This is an optimization exercise on Yosys and OpenROAD, whose aim is small area, a short achievable clock period and few clock cycles, not a production implementation. Function was not checked in any run shown here: the RTL went through the layout flow alone.

==> flow/design.v, too long to show whole: its modules and the start of the top module <==
// module CONVCOR: 744 lines
// module CONVCOR_fa: 6 lines
// module CONVCOR_ha: 6 lines
module CONVCOR(
        clk,
        rst_n,
        in_valid,
        in_a,
        in_b,
        in_mode,
        out_valid,
        out
);
  // ...
==> flow/flow/run.sh <==
#!/bin/bash
# Standard ORFS layout, with repair_timing aiming for extra setup slack so the
# layout is sized for a shorter period than the 12 ns constraint, plain
# buffers on the ports, and no dummy clock-tree loads.
set -euo pipefail
bash standard.sh SETUP_SLACK_MARGIN=8.7 \
  "BUFFER_PORTS_ARGS=-buffer_cell sky130_fd_sc_hd__buf_1" \
  "CTS_ARGS=-sink_clustering_enable -repair_clock_nets -dont_use_dummy_load" \
  finish > flow_standard.log 2>&1
==> flow/standard.sh <==
#!/bin/bash
# synth_recipe.tcl (not shown) runs the flow's synth.tcl, then flattens the netlist and writes it again
# the make line also repeats each setting of config.mk as NAME=value (left out here)
make -C /OpenROAD-flow-scripts/flow DESIGN_CONFIG=/design/flow/config.mk WORK_HOME=/design/flow/orfs CLKGATE_MAP_FILE= SYNTH_SCRIPT=/design/flow/synth_recipe.tcl "${@:-finish}"
==> flow/config.mk <==
export PLATFORM = sky130hd
export DESIGN_NAME = CONVCOR
export DESIGN_NICKNAME = CONVCOR
export VERILOG_FILES = /design/flow/design.v
export SDC_FILE = /design/flow/constraint.sdc
export NUM_CORES = 4
export LEC_CHECK = 0
export CAP_MARGIN = 20
export CORE_MARGIN = 2
export CORE_UTILIZATION = 40
export SLEW_MARGIN = 20
export SYNTH_HIERARCHICAL = 1
==> flow/constraint.sdc <==
create_clock -name core_clock -period 12.0 [get_ports {clk}]
set_input_delay 2.4000 -clock core_clock [delete_from_list [all_inputs] [get_ports {clk}]]
set_output_delay 2.4000 -clock core_clock [all_outputs]
set_load 0.01 [all_outputs]
==> flow_summary.toml, run 1 <==
[floorplan]
fp.dieW_um = 203

[global_routing]
grtUsageTotal = 0.192

[final_layout]
diodes = 0
multi_input_cells = 975
mostFrequentLayoutCells = "fa_1, nand2_1, inv_1, buf_4, edfxtp_1"
layout_commonest_cell = "fa_1"
multi_input_area_share = 0.522
largest_reg_flops = 36

[routing]
drtAntennaViolNets = 0
dr.max_layer_used = "met4"
route.met3.wl_um = 2170

[worst_setup_path]
reg2reg_from = "xb[8]$_DFFE_PP_"
critPathLaunch = "out[16]$_DFF_P_"
critPathTopFamily = "flip-flops"
cp-start-kind = "register"

[clock_network]
clockBufferDepth = 3
cts-htree-levels = 1

[hold_path]
hp-class = "reg2reg"

[status]
outcome = "finished clean"

[timing]
rsz0062_at_grt = "true"
layout_setup_ws_ns = 8.59
hold_ws_ns = 0.334

[yosys]
yosys.area.top_type = "fa_1"
netlist_area_mm2 = 0.0159
==> run 2, diff against run 1 <==
==> flow/design.v (replaced) <==
module CONVCOR(
        clk,
        rst_n,
        in_valid,
        in_a,
        in_b,
        in_mode,
        out_valid,
        out
);
input              clk;
input              rst_n;
input              in_valid;
input      [15:0]  in_a;
input      [15:0]  in_b;
input              in_mode;
output reg         out_valid;
output reg [35:0]  out;
reg [15:0] a0, a1, a2, b0, b1, b2;
reg [3:0]  st;      
reg        mode;
wire        start    = (st == 4'd0) & in_valid;
wire        cur_mode = (st == 4'd0) ? in_mode : mode;
wire [15:0] in_bx    = {in_b[15:8], in_b[7:0] ^ {8{~cur_mode}}};
reg [3:0] st_n;
always @(*) begin
    if (!rst_n)
        st_n = 4'd0;
    else if (st == 4'd0)
        st_n = in_valid ? 4'd1 : 4'd0;
    else if ((mode && st == 4'd3) || st == 4'd9)
        st_n = 4'd0;
    else
        st_n = st + 4'd1;
end
always @(posedge clk) begin
    st <= st_n;
    if (start) mode <= in_mode;
    if (start) begin a0 <= in_a; b0 <= in_bx; end
    if (st == 4'd1) begin a1 <= in_a; b1 <= in_bx; end
    if (st == 4'd2) begin a2 <= in_a; b2 <= in_bx; end
end
reg [3:0] la, lb;     
reg       acc_n, ov_n;
always @(*) begin
    la = 4'b0001; lb = 4'b0001; acc_n = 1'b0; ov_n = 1'b0;
    if (st == 4'd0) begin
        ov_n = in_valid & ~in_mode;
    end else if (mode) begin
        case (st)
            4'd1: begin la = 4'b0001; lb = 4'b0001; acc_n = 1'b1; end
            4'd2: begin la = 4'b0001; lb = 4'b0001; acc_n = 1'b1; ov_n = 1'b1; end
            default: ;
        endcase
    end else begin
        case (st)
            4'd1: begin la = 4'b0001; lb = 4'b0010; end
            4'd2: begin la = 4'b0010; lb = 4'b0100; acc_n = 1'b1; ov_n = 1'b1; end
            4'd3: begin la = 4'b0010; lb = 4'b1000; end
            4'd4: begin la = 4'b0100; lb = 4'b0100; acc_n = 1'b1; end
            4'd5: begin la = 4'b1000; lb = 4'b0010; acc_n = 1'b1; ov_n = 1'b1; end
            4'd6: begin la = 4'b0100; lb = 4'b1000; end
            4'd7: begin la = 4'b1000; lb = 4'b0100; acc_n = 1'b1; ov_n = 1'b1; end
            4'd8: begin la = 4'b1000; lb = 4'b1000; ov_n = 1'b1; end
            default: ;
        endcase
    end
end
reg [15:0] xa, xb;
reg        acc, ov, m0;      
reg        acc2, ov2;        
always @(posedge clk) begin
    acc2 <= acc;
    ov2  <= ov & rst_n;
    xa  <= ({16{la[0]}} & in_a) | ({16{la[1]}} & a0) | ({16{la[2]}} & a1) | ({16{la[3]}} & a2);
    xb  <= ({16{lb[0]}} & in_bx) | ({16{lb[1]}} & b0) | ({16{lb[2]}} & b1) | ({16{lb[3]}} & b2);
    acc <= acc_n;
    ov  <= ov_n & rst_n;
    m0  <= ~cur_mode;
end
wire [7:0] ar = xa[15:8];
wire [7:0] ai = xa[7:0];
wire [7:0] br = xb[15:8];
wire [7:0] bx = xb[7:0];    
wire [7:0] by = ~bx;        
wire [7:0] cr = ai & {8{m0}};     
wire [7:0] ci = ar & {8{~m0}};    
wire [17:0] acc_r = out[35:18] & {18{acc2}};
wire [17:0] acc_i = out[17:0]  & {18{acc2}};
wire tra_1, tra_2;
CONVCOR_fa u_tra_1 (.a((ar[0] & br[6])), .b((ar[1] & br[5])), .c((ar[2] & br[4])), .s(tra_1), .co(tra_2));
wire tra_3, tra_4;
CONVCOR_fa u_tra_3 (.a(~(ar[0] & br[7])), .b((ar[1] & br[6])), .c((ar[2] & br[5])), .s(tra_3), .co(tra_4));
wire tra_5, tra_6;
CONVCOR_fa u_tra_5 (.a((ar[3] & br[4])), .b((ar[4] & br[3])), .c((ar[5] & br[2])), .s(tra_5), .co(tra_6));
wire tra_7, tra_8;
CONVCOR_fa u_tra_7 (.a((ar[6] & br[1])), .b(~(ar[7] & br[0])), .c(~(ai[0] & bx[7])), .s(tra_7), .co(tra_8));
wire tra_9, tra_10;
CONVCOR_fa u_tra_9 (.a(~(ar[1] & br[7])), .b((ar[2] & br[6])), .c((ar[3] & br[5])), .s(tra_9), .co(tra_10));
wire tra_11, tra_12;
CONVCOR_fa u_tra_11 (.a((ar[4] & br[4])), .b((ar[5] & br[3])), .c((ar[6] & br[2])), .s(tra_11), .co(tra_12));
wire tra_13, tra_14;
CONVCOR_ha u_tra_13 (.a(~(ar[7] & br[1])), .b(~(ai[1] & bx[7])), .s(tra_13), .co(tra_14));
wire tra_15, tra_16;
CONVCOR_fa u_tra_15 (.a(~(ar[2] & br[7])), .b((ar[3] & br[6])), .c((ar[4] & br[5])), .s(tra_15), .co(tra_16));
wire tra_17, tra_18;
CONVCOR_fa u_tra_17 (.a((ar[0] & br[4])), .b((ar[1] & br[3])), .c((ar[2] & br[2])), .s(tra_17), .co(tra_18));
wire tra_19, tra_20;
CONVCOR_fa u_tra_19 (.a((ar[0] & br[5])), .b((ar[1] & br[4])), .c((ar[2] & br[3])), .s(tra_19), .co(tra_20));
wire tra_21, tra_22;
CONVCOR_fa u_tra_21 (.a((ar[3] & br[2])), .b((ar[4] & br[1])), .c((ar[5] & br[0])), .s(tra_21), .co(tra_22));
wire tra_23, tra_24;
CONVCOR_ha u_tra_23 (.a((ai[0] & bx[5])), .b((ai[1] & bx[4])), .s(tra_23), .co(tra_24));
wire tra_25, tra_26;
CONVCOR_fa u_tra_25 (.a((ar[3] & br[3])), .b((ar[4] & br[2])), .c((ar[5] & br[1])), .s(tra_25), .co(tra_26));
wire tra_27, tra_28;
CONVCOR_fa u_tra_27 (.a((ar[6] & br[0])), .b((ai[0] & bx[6])), .c((ai[1] & bx[5])), .s(tra_27), .co(tra_28));
wire tra_29, tra_30;
CONVCOR_fa u_tra_29 (.a((ai[2] & bx[4])), .b((ai[3] & bx[3])), .c((ai[4] & bx[2])), .s(tra_29), .co(tra_30));
wire tra_31, tra_32;
CONVCOR_ha u_tra_31 (.a((ai[5] & bx[1])), .b((ai[6] & bx[0])), .s(tra_31), .co(tra_32));
wire tra_33, tra_34;
CONVCOR_fa u_tra_33 (.a((ai[1] & bx[6])), .b((ai[2] & bx[5])), .c((ai[3] & bx[4])), .s(tra_33), .co(tra_34));
wire tra_35, tra_36;
CONVCOR_fa u_tra_35 (.a((ai[4] & bx[3])), .b((ai[5] & bx[2])), .c((ai[6] & bx[1])), .s(tra_35), .co(tra_36));
wire tra_37 = ~(~(ai[7] & bx[0]) ^ ~cr[7]);
wire tra_38 = ~(ai[7] & bx[0]) | ~cr[7];
wire tra_39, tra_40;
CONVCOR_fa u_tra_39 (.a(tra_3), .b(tra_5), .c(tra_7), .s(tra_39), .co(tra_40));
wire tra_41, tra_42;
CONVCOR_fa u_tra_41 (.a((ai[2] & bx[6])), .b((ai[3] & bx[5])), .c((ai[4] & bx[4])), .s(tra_41), .co(tra_42));
wire tra_43, tra_44;
CONVCOR_fa u_tra_43 (.a((ai[5] & bx[3])), .b((ai[6] & bx[2])), .c(~(ai[7] & bx[1])), .s(tra_43), .co(tra_44));
wire tra_45 = ~(tra_9 ^ tra_11);
wire tra_46 = tra_9 | tra_11;
wire tra_47, tra_48;
CONVCOR_fa u_tra_47 (.a(tra_13), .b(tra_4), .c(tra_6), .s(tra_47), .co(tra_48));
wire tra_49, tra_50;
CONVCOR_fa u_tra_49 (.a((ar[5] & br[4])), .b((ar[6] & br[3])), .c(~(ar[7] & br[2])), .s(tra_49), .co(tra_50));
wire tra_51, tra_52;
CONVCOR_fa u_tra_51 (.a(~(ai[2] & bx[7])), .b((ai[3] & bx[6])), .c((ai[4] & bx[5])), .s(tra_51), .co(tra_52));
wire tra_53, tra_54;
CONVCOR_fa u_tra_53 (.a((ai[5] & bx[4])), .b((ai[6] & bx[3])), .c(~(ai[7] & bx[2])), .s(tra_53), .co(tra_54));
wire tra_55, tra_56;
CONVCOR_fa u_tra_55 (.a(tra_15), .b(tra_10), .c(tra_12), .s(tra_55), .co(tra_56));
wire tra_57, tra_58;
CONVCOR_fa u_tra_57 (.a(~(ar[3] & br[7])), .b((ar[4] & br[6])), .c((ar[5] & br[5])), .s(tra_57), .co(tra_58));
wire tra_59, tra_60;
CONVCOR_fa u_tra_59 (.a((ar[6] & br[4])), .b(~(ar[7] & br[3])), .c(~(ai[3] & bx[7])), .s(tra_59), .co(tra_60));
wire tra_61, tra_62;
CONVCOR_fa u_tra_61 (.a((ai[4] & bx[6])), .b((ai[5] & bx[5])), .c((ai[6] & bx[4])), .s(tra_61), .co(tra_62));
wire tra_63, tra_64;
CONVCOR_fa u_tra_63 (.a(~(ar[4] & br[7])), .b((ar[5] & br[6])), .c((ar[6] & br[5])), .s(tra_63), .co(tra_64));
wire tra_65, tra_66;
CONVCOR_ha u_tra_65 (.a((ar[0] & br[2])), .b((ar[1] & br[1])), .s(tra_65), .co(tra_66));
wire tra_67, tra_68;
CONVCOR_fa u_tra_67 (.a((ar[0] & br[3])), .b((ar[1] & br[2])), .c((ar[2] & br[1])), .s(tra_67), .co(tra_68));
wire tra_69, tra_70;
CONVCOR_fa u_tra_69 (.a((ar[3] & br[0])), .b((ai[0] & bx[3])), .c((ai[1] & bx[2])), .s(tra_69), .co(tra_70));
wire tra_71, tra_72;
CONVCOR_fa u_tra_71 (.a((ar[3] & br[1])), .b((ar[4] & br[0])), .c((ai[0] & bx[4])), .s(tra_71), .co(tra_72));
wire tra_73, tra_74;
CONVCOR_fa u_tra_73 (.a((ai[1] & bx[3])), .b((ai[2] & bx[2])), .c((ai[3] & bx[1])), .s(tra_73), .co(tra_74));
wire tra_75, tra_76;
CONVCOR_ha u_tra_75 (.a((ai[4] & bx[0])), .b(cr[4]), .s(tra_75), .co(tra_76));
wire tra_77, tra_78;
CONVCOR_fa u_tra_77 (.a((ai[2] & bx[3])), .b((ai[3] & bx[2])), .c((ai[4] & bx[1])), .s(tra_77), .co(tra_78));
wire tra_79, tra_80;
CONVCOR_fa u_tra_79 (.a((ai[5] & bx[0])), .b(cr[5]), .c(tra_19), .s(tra_79), .co(tra_80));
wire tra_81, tra_82;
CONVCOR_fa u_tra_81 (.a(tra_21), .b(tra_23), .c(tra_18), .s(tra_81), .co(tra_82));
wire tra_83, tra_84;
CONVCOR_fa u_tra_83 (.a(cr[6]), .b(tra_1), .c(tra_25), .s(tra_83), .co(tra_84));
wire tra_85, tra_86;
CONVCOR_fa u_tra_85 (.a(tra_27), .b(tra_29), .c(tra_31), .s(tra_85), .co(tra_86));
wire tra_87, tra_88;
CONVCOR_fa u_tra_87 (.a(tra_20), .b(tra_22), .c(tra_24), .s(tra_87), .co(tra_88));
wire tra_89, tra_90;
CONVCOR_fa u_tra_89 (.a(tra_2), .b(tra_33), .c(tra_35), .s(tra_89), .co(tra_90));
wire tra_91, tra_92;
CONVCOR_fa u_tra_91 (.a(tra_37), .b(tra_26), .c(tra_28), .s(tra_91), .co(tra_92));
wire tra_93, tra_94;
CONVCOR_fa u_tra_93 (.a(tra_30), .b(tra_32), .c(tra_39), .s(tra_93), .co(tra_94));
wire tra_95, tra_96;
CONVCOR_fa u_tra_95 (.a(tra_8), .b(tra_41), .c(tra_43), .s(tra_95), .co(tra_96));
wire tra_97, tra_98;
CONVCOR_fa u_tra_97 (.a(tra_34), .b(tra_36), .c(tra_38), .s(tra_97), .co(tra_98));
wire tra_99, tra_100;
CONVCOR_fa u_tra_99 (.a(tra_45), .b(tra_47), .c(tra_40), .s(tra_99), .co(tra_100));
wire tra_101, tra_102;
CONVCOR_fa u_tra_101 (.a(tra_14), .b(tra_49), .c(tra_51), .s(tra_101), .co(tra_102));
wire tra_103, tra_104;
CONVCOR_fa u_tra_103 (.a(tra_53), .b(tra_42), .c(tra_44), .s(tra_103), .co(tra_104));
wire tra_105, tra_106;
CONVCOR_fa u_tra_105 (.a(tra_55), .b(tra_46), .c(tra_48), .s(tra_105), .co(tra_106));
wire tra_107, tra_108;
CONVCOR_fa u_tra_107 (.a(~(ai[7] & bx[3])), .b(tra_16), .c(tra_57), .s(tra_107), .co(tra_108));
wire tra_109, tra_110;
CONVCOR_fa u_tra_109 (.a(tra_59), .b(tra_61), .c(tra_50), .s(tra_109), .co(tra_110));
wire tra_111, tra_112;
CONVCOR_fa u_tra_111 (.a(tra_52), .b(tra_54), .c(tra_56), .s(tra_111), .co(tra_112));
wire tra_113, tra_114;
CONVCOR_fa u_tra_113 (.a(~(ar[7] & br[4])), .b(~(ai[4] & bx[7])), .c((ai[5] & bx[6])), .s(tra_113), .co(tra_114));
wire tra_115, tra_116;
CONVCOR_fa u_tra_115 (.a((ai[6] & bx[5])), .b(~(ai[7] & bx[4])), .c(tra_63), .s(tra_115), .co(tra_116));
wire tra_117, tra_118;
CONVCOR_fa u_tra_117 (.a(tra_58), .b(tra_60), .c(tra_62), .s(tra_117), .co(tra_118));
wire tra_119, tra_120;
CONVCOR_fa u_tra_119 (.a(~(ar[5] & br[7])), .b((ar[6] & br[6])), .c(~(ar[7] & br[5])), .s(tra_119), .co(tra_120));
wire tra_121, tra_122;
CONVCOR_fa u_tra_121 (.a(~(ai[5] & bx[7])), .b((ai[6] & bx[6])), .c(~(ai[7] & bx[5])), .s(tra_121), .co(tra_122));
wire tra_123, tra_124;
CONVCOR_ha u_tra_123 (.a((ar[0] & br[1])), .b((ar[1] & br[0])), .s(tra_123), .co(tra_124));
wire tra_125, tra_126;
CONVCOR_fa u_tra_125 (.a((ar[2] & br[0])), .b((ai[0] & bx[2])), .c((ai[1] & bx[1])), .s(tra_125), .co(tra_126));
wire tra_127, tra_128;
CONVCOR_ha u_tra_127 (.a((ai[2] & bx[0])), .b(cr[2]), .s(tra_127), .co(tra_128));
wire tra_129, tra_130;
CONVCOR_fa u_tra_129 (.a((ai[2] & bx[1])), .b((ai[3] & bx[0])), .c(cr[3]), .s(tra_129), .co(tra_130));
wire tra_131, tra_132;
CONVCOR_fa u_tra_131 (.a(tra_67), .b(tra_69), .c(tra_66), .s(tra_131), .co(tra_132));
wire tra_133, tra_134;
CONVCOR_fa u_tra_133 (.a(tra_17), .b(tra_71), .c(tra_73), .s(tra_133), .co(tra_134));
wire tra_135, tra_136;
CONVCOR_fa u_tra_135 (.a(tra_75), .b(tra_68), .c(tra_70), .s(tra_135), .co(tra_136));
wire tra_137, tra_138;
CONVCOR_fa u_tra_137 (.a(tra_77), .b(tra_72), .c(tra_74), .s(tra_137), .co(tra_138));
wire tra_139, tra_140;
CONVCOR_fa u_tra_139 (.a(tra_76), .b(tra_79), .c(tra_81), .s(tra_139), .co(tra_140));
wire tra_141, tra_142;
CONVCOR_fa u_tra_141 (.a(tra_78), .b(tra_83), .c(tra_85), .s(tra_141), .co(tra_142));
wire tra_143, tra_144;
CONVCOR_fa u_tra_143 (.a(tra_87), .b(tra_80), .c(tra_82), .s(tra_143), .co(tra_144));
wire tra_145, tra_146;
CONVCOR_fa u_tra_145 (.a(tra_89), .b(tra_91), .c(tra_84), .s(tra_145), .co(tra_146));
wire tra_147, tra_148;
CONVCOR_fa u_tra_147 (.a(tra_86), .b(tra_88), .c(tra_93), .s(tra_147), .co(tra_148));
wire tra_149, tra_150;
CONVCOR_fa u_tra_149 (.a(tra_95), .b(tra_97), .c(tra_90), .s(tra_149), .co(tra_150));
wire tra_151, tra_152;
CONVCOR_fa u_tra_151 (.a(tra_92), .b(tra_99), .c(tra_94), .s(tra_151), .co(tra_152));
wire tra_153, tra_154;
CONVCOR_fa u_tra_153 (.a(tra_101), .b(tra_103), .c(tra_96), .s(tra_153), .co(tra_154));
wire tra_155, tra_156;
CONVCOR_fa u_tra_155 (.a(tra_98), .b(tra_105), .c(tra_100), .s(tra_155), .co(tra_156));
wire tra_157, tra_158;
CONVCOR_fa u_tra_157 (.a(tra_107), .b(tra_109), .c(tra_102), .s(tra_157), .co(tra_158));
wire tra_159, tra_160;
CONVCOR_fa u_tra_159 (.a(tra_104), .b(tra_111), .c(tra_106), .s(tra_159), .co(tra_160));
wire tra_161, tra_162;
CONVCOR_fa u_tra_161 (.a(tra_113), .b(tra_115), .c(tra_117), .s(tra_161), .co(tra_162));
wire tra_163, tra_164;
CONVCOR_fa u_tra_163 (.a(tra_108), .b(tra_110), .c(tra_112), .s(tra_163), .co(tra_164));
wire tra_165, tra_166;
CONVCOR_fa u_tra_165 (.a(tra_64), .b(tra_119), .c(tra_121), .s(tra_165), .co(tra_166));
wire tra_167, tra_168;
CONVCOR_fa u_tra_167 (.a(tra_114), .b(tra_116), .c(tra_118), .s(tra_167), .co(tra_168));
wire tra_169, tra_170;
CONVCOR_fa u_tra_169 (.a(~(ar[6] & br[7])), .b(~(ar[7] & br[6])), .c(~(ai[6] & bx[7])), .s(tra_169), .co(tra_170));
wire tra_171, tra_172;
CONVCOR_fa u_tra_171 (.a(~(ai[7] & bx[6])), .b(tra_120), .c(tra_122), .s(tra_171), .co(tra_172));
wire tra_173, tra_174;
CONVCOR_ha u_tra_173 (.a((ai[0] & bx[1])), .b((ai[1] & bx[0])), .s(tra_173), .co(tra_174));
wire tra_175, tra_176;
CONVCOR_fa u_tra_175 (.a(tra_65), .b(tra_125), .c(tra_127), .s(tra_175), .co(tra_176));
wire tra_177, tra_178;
CONVCOR_fa u_tra_177 (.a(tra_129), .b(tra_126), .c(tra_128), .s(tra_177), .co(tra_178));
wire tra_179, tra_180;
CONVCOR_fa u_tra_179 (.a(tra_130), .b(tra_133), .c(tra_135), .s(tra_179), .co(tra_180));
wire tra_181, tra_182;
CONVCOR_fa u_tra_181 (.a(tra_137), .b(tra_134), .c(tra_136), .s(tra_181), .co(tra_182));
wire tra_183, tra_184;
CONVCOR_fa u_tra_183 (.a(tra_138), .b(tra_141), .c(tra_143), .s(tra_183), .co(tra_184));
wire tra_185, tra_186;
CONVCOR_fa u_tra_185 (.a(tra_145), .b(tra_142), .c(tra_144), .s(tra_185), .co(tra_186));
wire tra_187, tra_188;
CONVCOR_fa u_tra_187 (.a(tra_149), .b(tra_146), .c(tra_151), .s(tra_187), .co(tra_188));
wire tra_189, tra_190;
CONVCOR_fa u_tra_189 (.a(tra_153), .b(tra_150), .c(tra_155), .s(tra_189), .co(tra_190));
wire tra_191, tra_192;
CONVCOR_fa u_tra_191 (.a(tra_157), .b(tra_154), .c(tra_159), .s(tra_191), .co(tra_192));
wire tra_193, tra_194;
CONVCOR_fa u_tra_193 (.a(tra_161), .b(tra_158), .c(tra_163), .s(tra_193), .co(tra_194));
wire tra_195, tra_196;
CONVCOR_fa u_tra_195 (.a(tra_165), .b(tra_167), .c(tra_162), .s(tra_195), .co(tra_196));
wire tra_197, tra_198;
CONVCOR_fa u_tra_197 (.a(tra_169), .b(tra_171), .c(tra_166), .s(tra_197), .co(tra_198));
wire tra_199, tra_200;
CONVCOR_fa u_tra_199 (.a((ar[7] & br[7])), .b((ai[7] & bx[7])), .c(tra_170), .s(tra_199), .co(tra_200));
reg tr_p0_0, tr_p0_1, tr_p0_2, tr_p1_0, tr_p1_1, tr_p1_2, tr_p2_0, tr_p2_1, tr_p2_2, tr_p3_0, tr_p3_1, tr_p3_2, tr_p4_0, tr_p4_1, tr_p4_2, tr_p5_0, tr_p5_1, tr_p5_2, tr_p6_0, tr_p6_1, tr_p6_2, tr_p7_0, tr_p7_1, tr_p7_2, tr_p8_0, tr_p8_1, tr_p8_2, tr_p9_0, tr_p9_1, tr_p9_2, tr_p10_0, tr_p10_1, tr_p10_2, tr_p11_0, tr_p11_1, tr_p11_2, tr_p12_0, tr_p12_1, tr_p12_2, tr_p13_0, tr_p13_1, tr_p13_2, tr_p14_0, tr_p14_1, tr_p14_2, tr_p15_0;
always @(posedge clk) begin
    tr_p0_0 <= (ar[0] & br[0]);
    tr_p0_1 <= (ai[0] & bx[0]);
    tr_p0_2 <= cr[0];
    tr_p1_0 <= cr[1];
    tr_p1_1 <= tra_123;
    tr_p1_2 <= tra_173;
    tr_p2_0 <= tra_124;
    tr_p2_1 <= tra_175;
    tr_p2_2 <= tra_174;
    tr_p3_0 <= tra_131;
    tr_p3_1 <= tra_177;
    tr_p3_2 <= tra_176;
    tr_p4_0 <= tra_132;
    tr_p4_1 <= tra_179;
    tr_p4_2 <= tra_178;
    tr_p5_0 <= tra_139;
    tr_p5_1 <= tra_181;
    tr_p5_2 <= tra_180;
    tr_p6_0 <= tra_140;
    tr_p6_1 <= tra_183;
    tr_p6_2 <= tra_182;
    tr_p7_0 <= tra_147;
    tr_p7_1 <= tra_185;
    tr_p7_2 <= tra_184;
    tr_p8_0 <= tra_148;
    tr_p8_1 <= tra_187;
    tr_p8_2 <= tra_186;
    tr_p9_0 <= tra_152;
    tr_p9_1 <= tra_189;
    tr_p9_2 <= tra_188;
    tr_p10_0 <= tra_156;
    tr_p10_1 <= tra_191;
    tr_p10_2 <= tra_190;
    tr_p11_0 <= tra_160;
    tr_p11_1 <= tra_193;
    tr_p11_2 <= tra_192;
    tr_p12_0 <= tra_164;
    tr_p12_1 <= tra_195;
    tr_p12_2 <= tra_194;
    tr_p13_0 <= tra_168;
    tr_p13_1 <= tra_197;
    tr_p13_2 <= tra_196;
    tr_p14_0 <= tra_172;
    tr_p14_1 <= tra_199;
    tr_p14_2 <= tra_198;
    tr_p15_0 <= tra_200;
end
wire trb_1, trb_2;
CONVCOR_ha u_trb_1 (.a(tr_p0_0), .b(tr_p0_1), .s(trb_1), .co(trb_2));
wire trb_3, trb_4;
CONVCOR_fa u_trb_3 (.a(tr_p1_0), .b(tr_p1_1), .c(tr_p1_2), .s(trb_3), .co(trb_4));
wire trb_5, trb_6;
CONVCOR_fa u_trb_5 (.a(tr_p2_0), .b(tr_p2_1), .c(tr_p2_2), .s(trb_5), .co(trb_6));
wire trb_7, trb_8;
CONVCOR_fa u_trb_7 (.a(tr_p3_0), .b(tr_p3_1), .c(tr_p3_2), .s(trb_7), .co(trb_8));
wire trb_9, trb_10;
CONVCOR_fa u_trb_9 (.a(tr_p4_0), .b(tr_p4_1), .c(tr_p4_2), .s(trb_9), .co(trb_10));
wire trb_11, trb_12;
CONVCOR_fa u_trb_11 (.a(tr_p5_0), .b(tr_p5_1), .c(tr_p5_2), .s(trb_11), .co(trb_12));
wire trb_13, trb_14;
CONVCOR_fa u_trb_13 (.a(tr_p6_0), .b(tr_p6_1), .c(tr_p6_2), .s(trb_13), .co(trb_14));
wire trb_15, trb_16;
CONVCOR_fa u_trb_15 (.a(tr_p7_0), .b(tr_p7_1), .c(tr_p7_2), .s(trb_15), .co(trb_16));
wire trb_17, trb_18;
CONVCOR_fa u_trb_17 (.a(tr_p8_0), .b(tr_p8_1), .c(tr_p8_2), .s(trb_17), .co(trb_18));
wire trb_19, trb_20;
CONVCOR_fa u_trb_19 (.a(tr_p9_0), .b(tr_p9_1), .c(tr_p9_2), .s(trb_19), .co(trb_20));
wire trb_21, trb_22;
CONVCOR_fa u_trb_21 (.a(tr_p10_0), .b(tr_p10_1), .c(tr_p10_2), .s(trb_21), .co(trb_22));
wire trb_23, trb_24;
CONVCOR_fa u_trb_23 (.a(tr_p11_0), .b(tr_p11_1), .c(tr_p11_2), .s(trb_23), .co(trb_24));
wire trb_25, trb_26;
CONVCOR_fa u_trb_25 (.a(tr_p12_0), .b(tr_p12_1), .c(tr_p12_2), .s(trb_25), .co(trb_26));
wire trb_27, trb_28;
CONVCOR_fa u_trb_27 (.a(tr_p13_0), .b(tr_p13_1), .c(tr_p13_2), .s(trb_27), .co(trb_28));
wire trb_29, trb_30;
CONVCOR_fa u_trb_29 (.a(tr_p14_0), .b(tr_p14_1), .c(tr_p14_2), .s(trb_29), .co(trb_30));
wire trb_31, trb_32;
CONVCOR_ha u_trb_31 (.a(tr_p0_2), .b(acc_r[0]), .s(trb_31), .co(trb_32));
wire trb_33, trb_34;
CONVCOR_fa u_trb_33 (.a(acc_r[1]), .b(trb_3), .c(trb_2), .s(trb_33), .co(trb_34));
wire trb_35, trb_36;
CONVCOR_fa u_trb_35 (.a(acc_r[2]), .b(trb_5), .c(trb_4), .s(trb_35), .co(trb_36));
wire trb_37, trb_38;
CONVCOR_fa u_trb_37 (.a(acc_r[3]), .b(trb_7), .c(trb_6), .s(trb_37), .co(trb_38));
wire trb_39, trb_40;
CONVCOR_fa u_trb_39 (.a(acc_r[4]), .b(trb_9), .c(trb_8), .s(trb_39), .co(trb_40));
wire trb_41, trb_42;
CONVCOR_fa u_trb_41 (.a(acc_r[5]), .b(trb_11), .c(trb_10), .s(trb_41), .co(trb_42));
wire trb_43, trb_44;
CONVCOR_fa u_trb_43 (.a(acc_r[6]), .b(trb_13), .c(trb_12), .s(trb_43), .co(trb_44));
wire trb_45, trb_46;
CONVCOR_fa u_trb_45 (.a(acc_r[7]), .b(trb_15), .c(trb_14), .s(trb_45), .co(trb_46));
wire trb_47, trb_48;
CONVCOR_fa u_trb_47 (.a(acc_r[8]), .b(trb_17), .c(trb_16), .s(trb_47), .co(trb_48));
wire trb_49, trb_50;
CONVCOR_fa u_trb_49 (.a(acc_r[9]), .b(trb_19), .c(trb_18), .s(trb_49), .co(trb_50));
wire trb_51, trb_52;
CONVCOR_fa u_trb_51 (.a(acc_r[10]), .b(trb_21), .c(trb_20), .s(trb_51), .co(trb_52));
wire trb_53, trb_54;
CONVCOR_fa u_trb_53 (.a(acc_r[11]), .b(trb_23), .c(trb_22), .s(trb_53), .co(trb_54));
wire trb_55, trb_56;
CONVCOR_fa u_trb_55 (.a(acc_r[12]), .b(trb_25), .c(trb_24), .s(trb_55), .co(trb_56));
wire trb_57, trb_58;
CONVCOR_fa u_trb_57 (.a(acc_r[13]), .b(trb_27), .c(trb_26), .s(trb_57), .co(trb_58));
wire trb_59, trb_60;
CONVCOR_fa u_trb_59 (.a(acc_r[14]), .b(trb_29), .c(trb_28), .s(trb_59), .co(trb_60));
wire trb_61, trb_62;
CONVCOR_fa u_trb_61 (.a(tr_p15_0), .b(acc_r[15]), .c(trb_30), .s(trb_61), .co(trb_62));
wire trb_63 = acc_r[16] ^ 1'b1;
wire trb_64 = acc_r[16] & 1'b1;
wire trb_65 = acc_r[17] ^ 1'b1;
wire trb_66 = acc_r[17] & 1'b1;
wire [17:0] nr_x = {trb_65, trb_63, trb_61, trb_59, trb_57, trb_55, trb_53, trb_51, trb_49, trb_47, trb_45, trb_43, trb_41, trb_39, trb_37, trb_35, trb_33, trb_1};
wire [17:0] nr_y = {trb_64, trb_62, trb_60, trb_58, trb_56, trb_54, trb_52, trb_50, trb_48, trb_46, trb_44, trb_42, trb_40, trb_38, trb_36, trb_34, trb_32, trb_31};
wire [17:0] nr = nr_x + nr_y;
wire tia_1, tia_2;
CONVCOR_fa u_tia_1 (.a((ai[0] & br[6])), .b((ai[1] & br[5])), .c((ai[2] & br[4])), .s(tia_1), .co(tia_2));
wire tia_3, tia_4;
CONVCOR_fa u_tia_3 (.a(~(ai[0] & br[7])), .b((ai[1] & br[6])), .c((ai[2] & br[5])), .s(tia_3), .co(tia_4));
wire tia_5, tia_6;
CONVCOR_fa u_tia_5 (.a((ai[3] & br[4])), .b((ai[4] & br[3])), .c((ai[5] & br[2])), .s(tia_5), .co(tia_6));
wire tia_7, tia_8;
CONVCOR_fa u_tia_7 (.a((ai[6] & br[1])), .b(~(ai[7] & br[0])), .c(~(ar[0] & by[7])), .s(tia_7), .co(tia_8));
wire tia_9, tia_10;
CONVCOR_fa u_tia_9 (.a(~(ai[1] & br[7])), .b((ai[2] & br[6])), .c((ai[3] & br[5])), .s(tia_9), .co(tia_10));
wire tia_11, tia_12;
CONVCOR_fa u_tia_11 (.a((ai[4] & br[4])), .b((ai[5] & br[3])), .c((ai[6] & br[2])), .s(tia_11), .co(tia_12));
wire tia_13, tia_14;
CONVCOR_ha u_tia_13 (.a(~(ai[7] & br[1])), .b(~(ar[1] & by[7])), .s(tia_13), .co(tia_14));
wire tia_15, tia_16;
CONVCOR_fa u_tia_15 (.a(~(ai[2] & br[7])), .b((ai[3] & br[6])), .c((ai[4] & br[5])), .s(tia_15), .co(tia_16));
wire tia_17, tia_18;
CONVCOR_fa u_tia_17 (.a((ai[0] & br[4])), .b((ai[1] & br[3])), .c((ai[2] & br[2])), .s(tia_17), .co(tia_18));
wire tia_19, tia_20;
CONVCOR_fa u_tia_19 (.a((ai[0] & br[5])), .b((ai[1] & br[4])), .c((ai[2] & br[3])), .s(tia_19), .co(tia_20));
wire tia_21, tia_22;
CONVCOR_fa u_tia_21 (.a((ai[3] & br[2])), .b((ai[4] & br[1])), .c((ai[5] & br[0])), .s(tia_21), .co(tia_22));
wire tia_23, tia_24;
CONVCOR_ha u_tia_23 (.a((ar[0] & by[5])), .b((ar[1] & by[4])), .s(tia_23), .co(tia_24));
wire tia_25, tia_26;
CONVCOR_fa u_tia_25 (.a((ai[3] & br[3])), .b((ai[4] & br[2])), .c((ai[5] & br[1])), .s(tia_25), .co(tia_26));
wire tia_27, tia_28;
CONVCOR_fa u_tia_27 (.a((ai[6] & br[0])), .b((ar[0] & by[6])), .c((ar[1] & by[5])), .s(tia_27), .co(tia_28));
wire tia_29, tia_30;
CONVCOR_fa u_tia_29 (.a((ar[2] & by[4])), .b((ar[3] & by[3])), .c((ar[4] & by[2])), .s(tia_29), .co(tia_30));
wire tia_31, tia_32;
CONVCOR_ha u_tia_31 (.a((ar[5] & by[1])), .b((ar[6] & by[0])), .s(tia_31), .co(tia_32));
wire tia_33, tia_34;
CONVCOR_fa u_tia_33 (.a((ar[1] & by[6])), .b((ar[2] & by[5])), .c((ar[3] & by[4])), .s(tia_33), .co(tia_34));
wire tia_35, tia_36;
CONVCOR_fa u_tia_35 (.a((ar[4] & by[3])), .b((ar[5] & by[2])), .c((ar[6] & by[1])), .s(tia_35), .co(tia_36));
wire tia_37 = ~(~(ar[7] & by[0]) ^ ~ci[7]);
wire tia_38 = ~(ar[7] & by[0]) | ~ci[7];
wire tia_39, tia_40;
CONVCOR_fa u_tia_39 (.a(tia_3), .b(tia_5), .c(tia_7), .s(tia_39), .co(tia_40));
wire tia_41, tia_42;
CONVCOR_fa u_tia_41 (.a((ar[2] & by[6])), .b((ar[3] & by[5])), .c((ar[4] & by[4])), .s(tia_41), .co(tia_42));
wire tia_43, tia_44;
CONVCOR_fa u_tia_43 (.a((ar[5] & by[3])), .b((ar[6] & by[2])), .c(~(ar[7] & by[1])), .s(tia_43), .co(tia_44));
wire tia_45 = ~(tia_9 ^ tia_11);
wire tia_46 = tia_9 | tia_11;
wire tia_47, tia_48;
CONVCOR_fa u_tia_47 (.a(tia_13), .b(tia_4), .c(tia_6), .s(tia_47), .co(tia_48));
wire tia_49, tia_50;
CONVCOR_fa u_tia_49 (.a((ai[5] & br[4])), .b((ai[6] & br[3])), .c(~(ai[7] & br[2])), .s(tia_49), .co(tia_50));
wire tia_51, tia_52;
CONVCOR_fa u_tia_51 (.a(~(ar[2] & by[7])), .b((ar[3] & by[6])), .c((ar[4] & by[5])), .s(tia_51), .co(tia_52));
wire tia_53, tia_54;
CONVCOR_fa u_tia_53 (.a((ar[5] & by[4])), .b((ar[6] & by[3])), .c(~(ar[7] & by[2])), .s(tia_53), .co(tia_54));
wire tia_55, tia_56;
CONVCOR_fa u_tia_55 (.a(tia_15), .b(tia_10), .c(tia_12), .s(tia_55), .co(tia_56));
wire tia_57, tia_58;
CONVCOR_fa u_tia_57 (.a(~(ai[3] & br[7])), .b((ai[4] & br[6])), .c((ai[5] & br[5])), .s(tia_57), .co(tia_58));
wire tia_59, tia_60;
CONVCOR_fa u_tia_59 (.a((ai[6] & br[4])), .b(~(ai[7] & br[3])), .c(~(ar[3] & by[7])), .s(tia_59), .co(tia_60));
wire tia_61, tia_62;
CONVCOR_fa u_tia_61 (.a((ar[4] & by[6])), .b((ar[5] & by[5])), .c((ar[6] & by[4])), .s(tia_61), .co(tia_62));
wire tia_63, tia_64;
CONVCOR_fa u_tia_63 (.a(~(ai[4] & br[7])), .b((ai[5] & br[6])), .c((ai[6] & br[5])), .s(tia_63), .co(tia_64));
wire tia_65, tia_66;
CONVCOR_ha u_tia_65 (.a((ai[0] & br[2])), .b((ai[1] & br[1])), .s(tia_65), .co(tia_66));
wire tia_67, tia_68;
CONVCOR_fa u_tia_67 (.a((ai[0] & br[3])), .b((ai[1] & br[2])), .c((ai[2] & br[1])), .s(tia_67), .co(tia_68));
wire tia_69, tia_70;
CONVCOR_fa u_tia_69 (.a((ai[3] & br[0])), .b((ar[0] & by[3])), .c((ar[1] & by[2])), .s(tia_69), .co(tia_70));
wire tia_71, tia_72;
CONVCOR_fa u_tia_71 (.a((ai[3] & br[1])), .b((ai[4] & br[0])), .c((ar[0] & by[4])), .s(tia_71), .co(tia_72));
wire tia_73, tia_74;
CONVCOR_fa u_tia_73 (.a((ar[1] & by[3])), .b((ar[2] & by[2])), .c((ar[3] & by[1])), .s(tia_73), .co(tia_74));
wire tia_75, tia_76;
CONVCOR_ha u_tia_75 (.a((ar[4] & by[0])), .b(ci[4]), .s(tia_75), .co(tia_76));
wire tia_77, tia_78;
CONVCOR_fa u_tia_77 (.a((ar[2] & by[3])), .b((ar[3] & by[2])), .c((ar[4] & by[1])), .s(tia_77), .co(tia_78));
wire tia_79, tia_80;
CONVCOR_fa u_tia_79 (.a((ar[5] & by[0])), .b(ci[5]), .c(tia_19), .s(tia_79), .co(tia_80));
wire tia_81, tia_82;
CONVCOR_fa u_tia_81 (.a(tia_21), .b(tia_23), .c(tia_18), .s(tia_81), .co(tia_82));
wire tia_83, tia_84;
CONVCOR_fa u_tia_83 (.a(ci[6]), .b(tia_1), .c(tia_25), .s(tia_83), .co(tia_84));
wire tia_85, tia_86;
CONVCOR_fa u_tia_85 (.a(tia_27), .b(tia_29), .c(tia_31), .s(tia_85), .co(tia_86));
wire tia_87, tia_88;
CONVCOR_fa u_tia_87 (.a(tia_20), .b(tia_22), .c(tia_24), .s(tia_87), .co(tia_88));
wire tia_89, tia_90;
CONVCOR_fa u_tia_89 (.a(tia_2), .b(tia_33), .c(tia_35), .s(tia_89), .co(tia_90));
wire tia_91, tia_92;
CONVCOR_fa u_tia_91 (.a(tia_37), .b(tia_26), .c(tia_28), .s(tia_91), .co(tia_92));
wire tia_93, tia_94;
CONVCOR_fa u_tia_93 (.a(tia_30), .b(tia_32), .c(tia_39), .s(tia_93), .co(tia_94));
wire tia_95, tia_96;
CONVCOR_fa u_tia_95 (.a(tia_8), .b(tia_41), .c(tia_43), .s(tia_95), .co(tia_96));
wire tia_97, tia_98;
CONVCOR_fa u_tia_97 (.a(tia_34), .b(tia_36), .c(tia_38), .s(tia_97), .co(tia_98));
wire tia_99, tia_100;
CONVCOR_fa u_tia_99 (.a(tia_45), .b(tia_47), .c(tia_40), .s(tia_99), .co(tia_100));
wire tia_101, tia_102;
CONVCOR_fa u_tia_101 (.a(tia_14), .b(tia_49), .c(tia_51), .s(tia_101), .co(tia_102));
wire tia_103, tia_104;
CONVCOR_fa u_tia_103 (.a(tia_53), .b(tia_42), .c(tia_44), .s(tia_103), .co(tia_104));
wire tia_105, tia_106;
CONVCOR_fa u_tia_105 (.a(tia_55), .b(tia_46), .c(tia_48), .s(tia_105), .co(tia_106));
wire tia_107, tia_108;
CONVCOR_fa u_tia_107 (.a(~(ar[7] & by[3])), .b(tia_16), .c(tia_57), .s(tia_107), .co(tia_108));
wire tia_109, tia_110;
CONVCOR_fa u_tia_109 (.a(tia_59), .b(tia_61), .c(tia_50), .s(tia_109), .co(tia_110));
wire tia_111, tia_112;
CONVCOR_fa u_tia_111 (.a(tia_52), .b(tia_54), .c(tia_56), .s(tia_111), .co(tia_112));
wire tia_113, tia_114;
CONVCOR_fa u_tia_113 (.a(~(ai[7] & br[4])), .b(~(ar[4] & by[7])), .c((ar[5] & by[6])), .s(tia_113), .co(tia_114));
wire tia_115, tia_116;
CONVCOR_fa u_tia_115 (.a((ar[6] & by[5])), .b(~(ar[7] & by[4])), .c(tia_63), .s(tia_115), .co(tia_116));
wire tia_117, tia_118;
CONVCOR_fa u_tia_117 (.a(tia_58), .b(tia_60), .c(tia_62), .s(tia_117), .co(tia_118));
wire tia_119, tia_120;
CONVCOR_fa u_tia_119 (.a(~(ai[5] & br[7])), .b((ai[6] & br[6])), .c(~(ai[7] & br[5])), .s(tia_119), .co(tia_120));
wire tia_121, tia_122;
CONVCOR_fa u_tia_121 (.a(~(ar[5] & by[7])), .b((ar[6] & by[6])), .c(~(ar[7] & by[5])), .s(tia_121), .co(tia_122));
wire tia_123, tia_124;
CONVCOR_ha u_tia_123 (.a((ai[0] & br[1])), .b((ai[1] & br[0])), .s(tia_123), .co(tia_124));
wire tia_125, tia_126;
CONVCOR_fa u_tia_125 (.a((ai[2] & br[0])), .b((ar[0] & by[2])), .c((ar[1] & by[1])), .s(tia_125), .co(tia_126));
wire tia_127, tia_128;
CONVCOR_ha u_tia_127 (.a((ar[2] & by[0])), .b(ci[2]), .s(tia_127), .co(tia_128));
wire tia_129, tia_130;
CONVCOR_fa u_tia_129 (.a((ar[2] & by[1])), .b((ar[3] & by[0])), .c(ci[3]), .s(tia_129), .co(tia_130));
wire tia_131, tia_132;
CONVCOR_fa u_tia_131 (.a(tia_67), .b(tia_69), .c(tia_66), .s(tia_131), .co(tia_132));
wire tia_133, tia_134;
CONVCOR_fa u_tia_133 (.a(tia_17), .b(tia_71), .c(tia_73), .s(tia_133), .co(tia_134));
wire tia_135, tia_136;
CONVCOR_fa u_tia_135 (.a(tia_75), .b(tia_68), .c(tia_70), .s(tia_135), .co(tia_136));
wire tia_137, tia_138;
CONVCOR_fa u_tia_137 (.a(tia_77), .b(tia_72), .c(tia_74), .s(tia_137), .co(tia_138));
wire tia_139, tia_140;
CONVCOR_fa u_tia_139 (.a(tia_76), .b(tia_79), .c(tia_81), .s(tia_139), .co(tia_140));
wire tia_141, tia_142;
CONVCOR_fa u_tia_141 (.a(tia_78), .b(tia_83), .c(tia_85), .s(tia_141), .co(tia_142));
wire tia_143, tia_144;
CONVCOR_fa u_tia_143 (.a(tia_87), .b(tia_80), .c(tia_82), .s(tia_143), .co(tia_144));
wire tia_145, tia_146;
CONVCOR_fa u_tia_145 (.a(tia_89), .b(tia_91), .c(tia_84), .s(tia_145), .co(tia_146));
wire tia_147, tia_148;
CONVCOR_fa u_tia_147 (.a(tia_86), .b(tia_88), .c(tia_93), .s(tia_147), .co(tia_148));
wire tia_149, tia_150;
CONVCOR_fa u_tia_149 (.a(tia_95), .b(tia_97), .c(tia_90), .s(tia_149), .co(tia_150));
wire tia_151, tia_152;
CONVCOR_fa u_tia_151 (.a(tia_92), .b(tia_99), .c(tia_94), .s(tia_151), .co(tia_152));
wire tia_153, tia_154;
CONVCOR_fa u_tia_153 (.a(tia_101), .b(tia_103), .c(tia_96), .s(tia_153), .co(tia_154));
wire tia_155, tia_156;
CONVCOR_fa u_tia_155 (.a(tia_98), .b(tia_105), .c(tia_100), .s(tia_155), .co(tia_156));
wire tia_157, tia_158;
CONVCOR_fa u_tia_157 (.a(tia_107), .b(tia_109), .c(tia_102), .s(tia_157), .co(tia_158));
wire tia_159, tia_160;
CONVCOR_fa u_tia_159 (.a(tia_104), .b(tia_111), .c(tia_106), .s(tia_159), .co(tia_160));
wire tia_161, tia_162;
CONVCOR_fa u_tia_161 (.a(tia_113), .b(tia_115), .c(tia_117), .s(tia_161), .co(tia_162));
wire tia_163, tia_164;
CONVCOR_fa u_tia_163 (.a(tia_108), .b(tia_110), .c(tia_112), .s(tia_163), .co(tia_164));
wire tia_165, tia_166;
CONVCOR_fa u_tia_165 (.a(tia_64), .b(tia_119), .c(tia_121), .s(tia_165), .co(tia_166));
wire tia_167, tia_168;
CONVCOR_fa u_tia_167 (.a(tia_114), .b(tia_116), .c(tia_118), .s(tia_167), .co(tia_168));
wire tia_169, tia_170;
CONVCOR_fa u_tia_169 (.a(~(ai[6] & br[7])), .b(~(ai[7] & br[6])), .c(~(ar[6] & by[7])), .s(tia_169), .co(tia_170));
wire tia_171, tia_172;
CONVCOR_fa u_tia_171 (.a(~(ar[7] & by[6])), .b(tia_120), .c(tia_122), .s(tia_171), .co(tia_172));
wire tia_173, tia_174;
CONVCOR_ha u_tia_173 (.a((ar[0] & by[1])), .b((ar[1] & by[0])), .s(tia_173), .co(tia_174));
wire tia_175, tia_176;
CONVCOR_fa u_tia_175 (.a(tia_65), .b(tia_125), .c(tia_127), .s(tia_175), .co(tia_176));
wire tia_177, tia_178;
CONVCOR_fa u_tia_177 (.a(tia_129), .b(tia_126), .c(tia_128), .s(tia_177), .co(tia_178));
wire tia_179, tia_180;
CONVCOR_fa u_tia_179 (.a(tia_130), .b(tia_133), .c(tia_135), .s(tia_179), .co(tia_180));
wire tia_181, tia_182;
CONVCOR_fa u_tia_181 (.a(tia_137), .b(tia_134), .c(tia_136), .s(tia_181), .co(tia_182));
wire tia_183, tia_184;
CONVCOR_fa u_tia_183 (.a(tia_138), .b(tia_141), .c(tia_143), .s(tia_183), .co(tia_184));
wire tia_185, tia_186;
CONVCOR_fa u_tia_185 (.a(tia_145), .b(tia_142), .c(tia_144), .s(tia_185), .co(tia_186));
wire tia_187, tia_188;
CONVCOR_fa u_tia_187 (.a(tia_149), .b(tia_146), .c(tia_151), .s(tia_187), .co(tia_188));
wire tia_189, tia_190;
CONVCOR_fa u_tia_189 (.a(tia_153), .b(tia_150), .c(tia_155), .s(tia_189), .co(tia_190));
wire tia_191, tia_192;
CONVCOR_fa u_tia_191 (.a(tia_157), .b(tia_154), .c(tia_159), .s(tia_191), .co(tia_192));
wire tia_193, tia_194;
CONVCOR_fa u_tia_193 (.a(tia_161), .b(tia_158), .c(tia_163), .s(tia_193), .co(tia_194));
wire tia_195, tia_196;
CONVCOR_fa u_tia_195 (.a(tia_165), .b(tia_167), .c(tia_162), .s(tia_195), .co(tia_196));
wire tia_197, tia_198;
CONVCOR_fa u_tia_197 (.a(tia_169), .b(tia_171), .c(tia_166), .s(tia_197), .co(tia_198));
wire tia_199, tia_200;
CONVCOR_fa u_tia_199 (.a((ai[7] & br[7])), .b((ar[7] & by[7])), .c(tia_170), .s(tia_199), .co(tia_200));
reg ti_p0_0, ti_p0_1, ti_p0_2, ti_p1_0, ti_p1_1, ti_p1_2, ti_p2_0, ti_p2_1, ti_p2_2, ti_p3_0, ti_p3_1, ti_p3_2, ti_p4_0, ti_p4_1, ti_p4_2, ti_p5_0, ti_p5_1, ti_p5_2, ti_p6_0, ti_p6_1, ti_p6_2, ti_p7_0, ti_p7_1, ti_p7_2, ti_p8_0, ti_p8_1, ti_p8_2, ti_p9_0, ti_p9_1, ti_p9_2, ti_p10_0, ti_p10_1, ti_p10_2, ti_p11_0, ti_p11_1, ti_p11_2, ti_p12_0, ti_p12_1, ti_p12_2, ti_p13_0, ti_p13_1, ti_p13_2, ti_p14_0, ti_p14_1, ti_p14_2, ti_p15_0;
always @(posedge clk) begin
    ti_p0_0 <= (ai[0] & br[0]);
    ti_p0_1 <= (ar[0] & by[0]);
    ti_p0_2 <= ci[0];
    ti_p1_0 <= ci[1];
    ti_p1_1 <= tia_123;
    ti_p1_2 <= tia_173;
    ti_p2_0 <= tia_124;
    ti_p2_1 <= tia_175;
    ti_p2_2 <= tia_174;
    ti_p3_0 <= tia_131;
    ti_p3_1 <= tia_177;
    ti_p3_2 <= tia_176;
    ti_p4_0 <= tia_132;
    ti_p4_1 <= tia_179;
    ti_p4_2 <= tia_178;
    ti_p5_0 <= tia_139;
    ti_p5_1 <= tia_181;
    ti_p5_2 <= tia_180;
    ti_p6_0 <= tia_140;
    ti_p6_1 <= tia_183;
    ti_p6_2 <= tia_182;
    ti_p7_0 <= tia_147;
    ti_p7_1 <= tia_185;
    ti_p7_2 <= tia_184;
    ti_p8_0 <= tia_148;
    ti_p8_1 <= tia_187;
    ti_p8_2 <= tia_186;
    ti_p9_0 <= tia_152;
    ti_p9_1 <= tia_189;
    ti_p9_2 <= tia_188;
    ti_p10_0 <= tia_156;
    ti_p10_1 <= tia_191;
    ti_p10_2 <= tia_190;
    ti_p11_0 <= tia_160;
    ti_p11_1 <= tia_193;
    ti_p11_2 <= tia_192;
    ti_p12_0 <= tia_164;
    ti_p12_1 <= tia_195;
    ti_p12_2 <= tia_194;
    ti_p13_0 <= tia_168;
    ti_p13_1 <= tia_197;
    ti_p13_2 <= tia_196;
    ti_p14_0 <= tia_172;
    ti_p14_1 <= tia_199;
    ti_p14_2 <= tia_198;
    ti_p15_0 <= tia_200;
end
wire tib_1, tib_2;
CONVCOR_ha u_tib_1 (.a(ti_p0_0), .b(ti_p0_1), .s(tib_1), .co(tib_2));
wire tib_3, tib_4;
CONVCOR_fa u_tib_3 (.a(ti_p1_0), .b(ti_p1_1), .c(ti_p1_2), .s(tib_3), .co(tib_4));
wire tib_5, tib_6;
CONVCOR_fa u_tib_5 (.a(ti_p2_0), .b(ti_p2_1), .c(ti_p2_2), .s(tib_5), .co(tib_6));
wire tib_7, tib_8;
CONVCOR_fa u_tib_7 (.a(ti_p3_0), .b(ti_p3_1), .c(ti_p3_2), .s(tib_7), .co(tib_8));
wire tib_9, tib_10;
CONVCOR_fa u_tib_9 (.a(ti_p4_0), .b(ti_p4_1), .c(ti_p4_2), .s(tib_9), .co(tib_10));
wire tib_11, tib_12;
CONVCOR_fa u_tib_11 (.a(ti_p5_0), .b(ti_p5_1), .c(ti_p5_2), .s(tib_11), .co(tib_12));
wire tib_13, tib_14;
CONVCOR_fa u_tib_13 (.a(ti_p6_0), .b(ti_p6_1), .c(ti_p6_2), .s(tib_13), .co(tib_14));
wire tib_15, tib_16;
CONVCOR_fa u_tib_15 (.a(ti_p7_0), .b(ti_p7_1), .c(ti_p7_2), .s(tib_15), .co(tib_16));
wire tib_17, tib_18;
CONVCOR_fa u_tib_17 (.a(ti_p8_0), .b(ti_p8_1), .c(ti_p8_2), .s(tib_17), .co(tib_18));
wire tib_19, tib_20;
CONVCOR_fa u_tib_19 (.a(ti_p9_0), .b(ti_p9_1), .c(ti_p9_2), .s(tib_19), .co(tib_20));
wire tib_21, tib_22;
CONVCOR_fa u_tib_21 (.a(ti_p10_0), .b(ti_p10_1), .c(ti_p10_2), .s(tib_21), .co(tib_22));
wire tib_23, tib_24;
CONVCOR_fa u_tib_23 (.a(ti_p11_0), .b(ti_p11_1), .c(ti_p11_2), .s(tib_23), .co(tib_24));
wire tib_25, tib_26;
CONVCOR_fa u_tib_25 (.a(ti_p12_0), .b(ti_p12_1), .c(ti_p12_2), .s(tib_25), .co(tib_26));
wire tib_27, tib_28;
CONVCOR_fa u_tib_27 (.a(ti_p13_0), .b(ti_p13_1), .c(ti_p13_2), .s(tib_27), .co(tib_28));
wire tib_29, tib_30;
CONVCOR_fa u_tib_29 (.a(ti_p14_0), .b(ti_p14_1), .c(ti_p14_2), .s(tib_29), .co(tib_30));
wire tib_31, tib_32;
CONVCOR_ha u_tib_31 (.a(ti_p0_2), .b(acc_i[0]), .s(tib_31), .co(tib_32));
wire tib_33, tib_34;
CONVCOR_fa u_tib_33 (.a(acc_i[1]), .b(tib_3), .c(tib_2), .s(tib_33), .co(tib_34));
wire tib_35, tib_36;
CONVCOR_fa u_tib_35 (.a(acc_i[2]), .b(tib_5), .c(tib_4), .s(tib_35), .co(tib_36));
wire tib_37, tib_38;
CONVCOR_fa u_tib_37 (.a(acc_i[3]), .b(tib_7), .c(tib_6), .s(tib_37), .co(tib_38));
wire tib_39, tib_40;
CONVCOR_fa u_tib_39 (.a(acc_i[4]), .b(tib_9), .c(tib_8), .s(tib_39), .co(tib_40));
wire tib_41, tib_42;
CONVCOR_fa u_tib_41 (.a(acc_i[5]), .b(tib_11), .c(tib_10), .s(tib_41), .co(tib_42));
wire tib_43, tib_44;
CONVCOR_fa u_tib_43 (.a(acc_i[6]), .b(tib_13), .c(tib_12), .s(tib_43), .co(tib_44));
wire tib_45, tib_46;
CONVCOR_fa u_tib_45 (.a(acc_i[7]), .b(tib_15), .c(tib_14), .s(tib_45), .co(tib_46));
wire tib_47, tib_48;
CONVCOR_fa u_tib_47 (.a(acc_i[8]), .b(tib_17), .c(tib_16), .s(tib_47), .co(tib_48));
wire tib_49, tib_50;
CONVCOR_fa u_tib_49 (.a(acc_i[9]), .b(tib_19), .c(tib_18), .s(tib_49), .co(tib_50));
wire tib_51, tib_52;
CONVCOR_fa u_tib_51 (.a(acc_i[10]), .b(tib_21), .c(tib_20), .s(tib_51), .co(tib_52));
wire tib_53, tib_54;
CONVCOR_fa u_tib_53 (.a(acc_i[11]), .b(tib_23), .c(tib_22), .s(tib_53), .co(tib_54));
wire tib_55, tib_56;
CONVCOR_fa u_tib_55 (.a(acc_i[12]), .b(tib_25), .c(tib_24), .s(tib_55), .co(tib_56));
wire tib_57, tib_58;
CONVCOR_fa u_tib_57 (.a(acc_i[13]), .b(tib_27), .c(tib_26), .s(tib_57), .co(tib_58));
wire tib_59, tib_60;
CONVCOR_fa u_tib_59 (.a(acc_i[14]), .b(tib_29), .c(tib_28), .s(tib_59), .co(tib_60));
wire tib_61, tib_62;
CONVCOR_fa u_tib_61 (.a(ti_p15_0), .b(acc_i[15]), .c(tib_30), .s(tib_61), .co(tib_62));
wire tib_63 = acc_i[16] ^ 1'b1;
wire tib_64 = acc_i[16] & 1'b1;
wire tib_65 = acc_i[17] ^ 1'b1;
wire tib_66 = acc_i[17] & 1'b1;
wire [17:0] ni_x = {tib_65, tib_63, tib_61, tib_59, tib_57, tib_55, tib_53, tib_51, tib_49, tib_47, tib_45, tib_43, tib_41, tib_39, tib_37, tib_35, tib_33, tib_1};
wire [17:0] ni_y = {tib_64, tib_62, tib_60, tib_58, tib_56, tib_54, tib_52, tib_50, tib_48, tib_46, tib_44, tib_42, tib_40, tib_38, tib_36, tib_34, tib_32, tib_31};
wire [17:0] ni = ni_x + ni_y;
always @(posedge clk) begin
    if (!rst_n)
        out_valid <= 1'b0;
    else
        out_valid <= ov2;
    out <= {nr, ni};
end
endmodule
module CONVCOR_fa(a, b, c, s, co);
input  a, b, c;
output s, co;
assign s  = a ^ b ^ c;
assign co = (a & b) | (a & c) | (b & c);
endmodule
module CONVCOR_ha(a, b, s, co);
input  a, b;
output s, co;
assign s  = a ^ b;
assign co = a & b;
endmodule
==> flow/flow/run.sh (replaced) <==
#!/bin/bash
# Standard ORFS layout, with repair_timing aiming for extra setup slack so the
# layout is sized for a shorter period than the 12 ns constraint.
set -euo pipefail
bash standard.sh SETUP_SLACK_MARGIN=8.7 finish > flow_standard.log 2>&1
==> flow_summary.toml, run 2 <==
[timing]
finalCritPeriodShare = 0.287
rsz0062_at_grt = "true"
fin_tns_setup_ns = 0
fmax_ghz = 0.290
worstMarginPinSlew_ns = 1.05
finalHoldViolations = 0
finalSetupViolCount = 0
fin_crit_ns = 3.44
drv_slew = 0
finClkSkew_ns = 0.0481
max_slew_margin = 0.294

[yosys]
synth_top_family_by_area = "adder cells"
synth_common_cells = "fa_1, and2_1, dfxtp_1, nand2_1, edfxtp_1"
synth_mux_area_frac = 0.00139
yosys.area.top_type = "fa_1"
synth_compound_area_frac = 0.0609
post-synth-top-count-cell = "fa_1"
netlist_area_mm2 = 0.0162
synth_xor_area_frac = 0.0211
avgSynthCellArea_um2 = 12.5
synth_ff_type = "dfxtp_1"
synth_nets = 1634
synthArstFlopShare = 0
synth_area_leaders = "fa_1, dfxtp_1, edfxtp_1"
synth_cell_types = 59
synth_seq_area_share = 0.390
synth_seq_cells = 267
synth_top_area_share = 0.297
synth_edf_count = 97
synthSimpleGateAreaFrac = 0.159
synth_warnings = 7
synthCells = 1295
synth_adder_area_share = 0.346

[global_routing]
grt_pass1_wl_um = 56200
grt_max_degree = 37
grt_pass1_vias = 10669
grtUsageTotal = 0.171
antenna_found_initial = 1
overflow = 0

[routing]
drt-initial-drc-count = 593
routed_wl_um = 34400
firstDrtPassIters = 6
via_per_inst = 5.06
drt-wirelength-per-cell_um = 17.9
num_vias = 9738
drt_drc_violations_left = 0
drtAntennaViolNets = 0

[final_layout]
fillers = 3652
mostFrequentLayoutCells = "fa_1, and2_1, nand2_1, dfxtp_1, edfxtp_1"
drive_above_1_share = 0.146
largest_reg_flops = 36
fin_nets = 1717
diodes = 0
finalNonFillerCells = 1926
syn2layout_area_growth_pct = 16.3
layout_commonest_cell = "fa_1"
regMostFlops = "out"

[hold_path]
hp-class = "reg2reg"

[clock_network]
clk_pin_slew_worst_paths_ns = 0.06
numCtsBuffers = 30
cts_tree = "built"
worstSkewPairLatency_ns = 0.60
cts_num_sinks = 267
cts-htree-levels = 1
cts_root_buf = "clkbuf_16"
clockBufferDepth = 3

[place]
gp_congestion = 0.804
dp_hpwl_um = 23600
dp.cells = 1843
io_buffers = 72

[floorplan]
die-area_mm2 = 0.0421
initial_utilization = 0.406
io_pins = 73
fp-row-count = 73
die_h_um = 205
core_area_mm2 = 0.0398
fp.dieW_um = 205

[worst_setup_path]
path_cells = "buf_6"
setup.worst_path.end_class = "primary output"
critical_path.max_fanout = 2
slowest_stage = "dfxtp_2"
critPathTopFamily = "flip-flops"
cp_data_arrival_time_ns = 1.04
crit_buf_inv = 1
worst-endpoint-required_ns = 9.60
max_stage_delay_ns = 0.33
cp-start-kind = "register"
crit_type = "reg2out"

[job]
cap_violations = 0

[status]
outcome = "finished clean"
## run 2: cell count changes after synthesis, moves of 19 or more
cell | previous run | this run
mux2_2 | 46 | 0
nand2_1 | 207 | 129
nor2b_1 | 30 | 64
dfxtp_1 | 120 | 170
ha_1 | 82 | 63
inv_1 | 138 | 32
nand2b_1 | 54 | 23
and2_1 | 66 | 196
a222oi_1 | 0 | 32
## run 2: layer usage
metal / routed length (um) / GRT usage / up-vias
met5: 0 / 0 / -
met4: 628 / 0.0398 / 0
met3: 1540 / 0.0255 / 40
met2: 17100 / 0.292 / 234
met1: 15100 / 0.231 / 4990
li1: - / - / 4474
## run 2: per-stage QoR
step	util	worst slack, ns	cell area (um2)	hold slack [ns]
after floorplan	-	8.71	16200	0.310
final	0.473	8.56	18800	0.327
after CTS	0.467	8.49	18600	0.328
after global routing	0.473	8.51	18800	0.351
after global placement	0.436	7.86	17400	0.316
after detailed placement	0.436	7.85	17400	0.313
## run 2: layout make-up
type                            count  area (um2)  area share
Clock buffer                       36         793      0.0421
Timing Repair inverter              1        7.51    0.000399
Tap cell                          525         657      0.0349
Inverter                           32         124     0.00658
Timing Repair Buffer              103        1010      0.0538
Multi-Input combinational cell    943        9560       0.508
Sequential cell                   267        6430       0.342
Clock inverter                     19         229      0.0122
## run 2: repair_timing
| item | in CTS | in global routing |
|---|---|---|
| endpoints found under the setup margin | 86 | 77 |
| pin swaps | 1 | 8 |
| gates cloned | 1 | 0 |
| buffers inserted | 7 | 20 |
| resized for setup | 256 | 21 |
| hold buffers | 0 | 0 |
## run 2: worst paths after layout
path	from	endpoint	slack, ns	cells after the start
worst max-delay path	out[15]$_DFF_P_	out[15]	8.56	1
worst min-delay path	acc$_SDFF_PP0_	acc2$_DFF_P_	0.33	0
worst max register to register	xb[12]$_DFF_P_	tr_p9_1$_DFF_P_	8.78	6
worst min register to register	acc$_SDFF_PP0_	acc2$_DFF_P_	0.33	0
## run 2: per-module statistics from Yosys, one instance, submodules excluded
module,flops+latches,cell area [um2]
CONVCOR_fa,0,20.0
CONVCOR,267,11200
CONVCOR_ha,0,12.5
## run 2: worst reg2reg max path, delay by kind of cell, from the launching register on
family | cells | cell delay [ns]
adders and majority gates | 5 | 2.45
DFF | 1 | 0.40
and+or+nand+nor | 1 | 0.20
## run 2: kinds of logic after synthesis
group	Yosys count
multiplexers	1
XOR/XNOR	39
AO/OA/AOI/OAI	130
AND/OR/NAND/NOR	470
adder cells (fa/ha/maj)	303
flip-flops	267
buffers and inverters	85

-- separate check: timing with driven ports --
No port has a modelled driver above. Below, the same layouts with a new extraction and two added sets of constraints. Step 1 assumes that a clkbuf_16 drives the clock port and a buf_2 every other input. Step 2 adds t to the input delays and takes it off the output delays; t is the mean of the earliest and latest rising clock arrival at the registers after step 1. Input paths then give back, and output paths get back, about the clock's delay inside the block. Three values: no drivers, after step 1, after step 2; two values: the first two.
run | t (ns) | setup WS [ns] | hold WS [ns] | worst setup path at the end | worst register clock-pin slew, ns
run 1 | 0.580 | 8.594 / 8.540 / 8.327 | 0.334 / 0.334 / 0.334 | input to register | 0.06 / 0.06
run 2 | 0.625 | 8.556 / 8.506 / 8.182 | 0.327 / 0.327 / 0.327 | input to register | 0.07 / 0.07
After both steps every run listed still meets setup and hold. The setup slack of run 2, which loses most, moves by -0.050 ns with the drivers and by -0.374 ns with both steps.
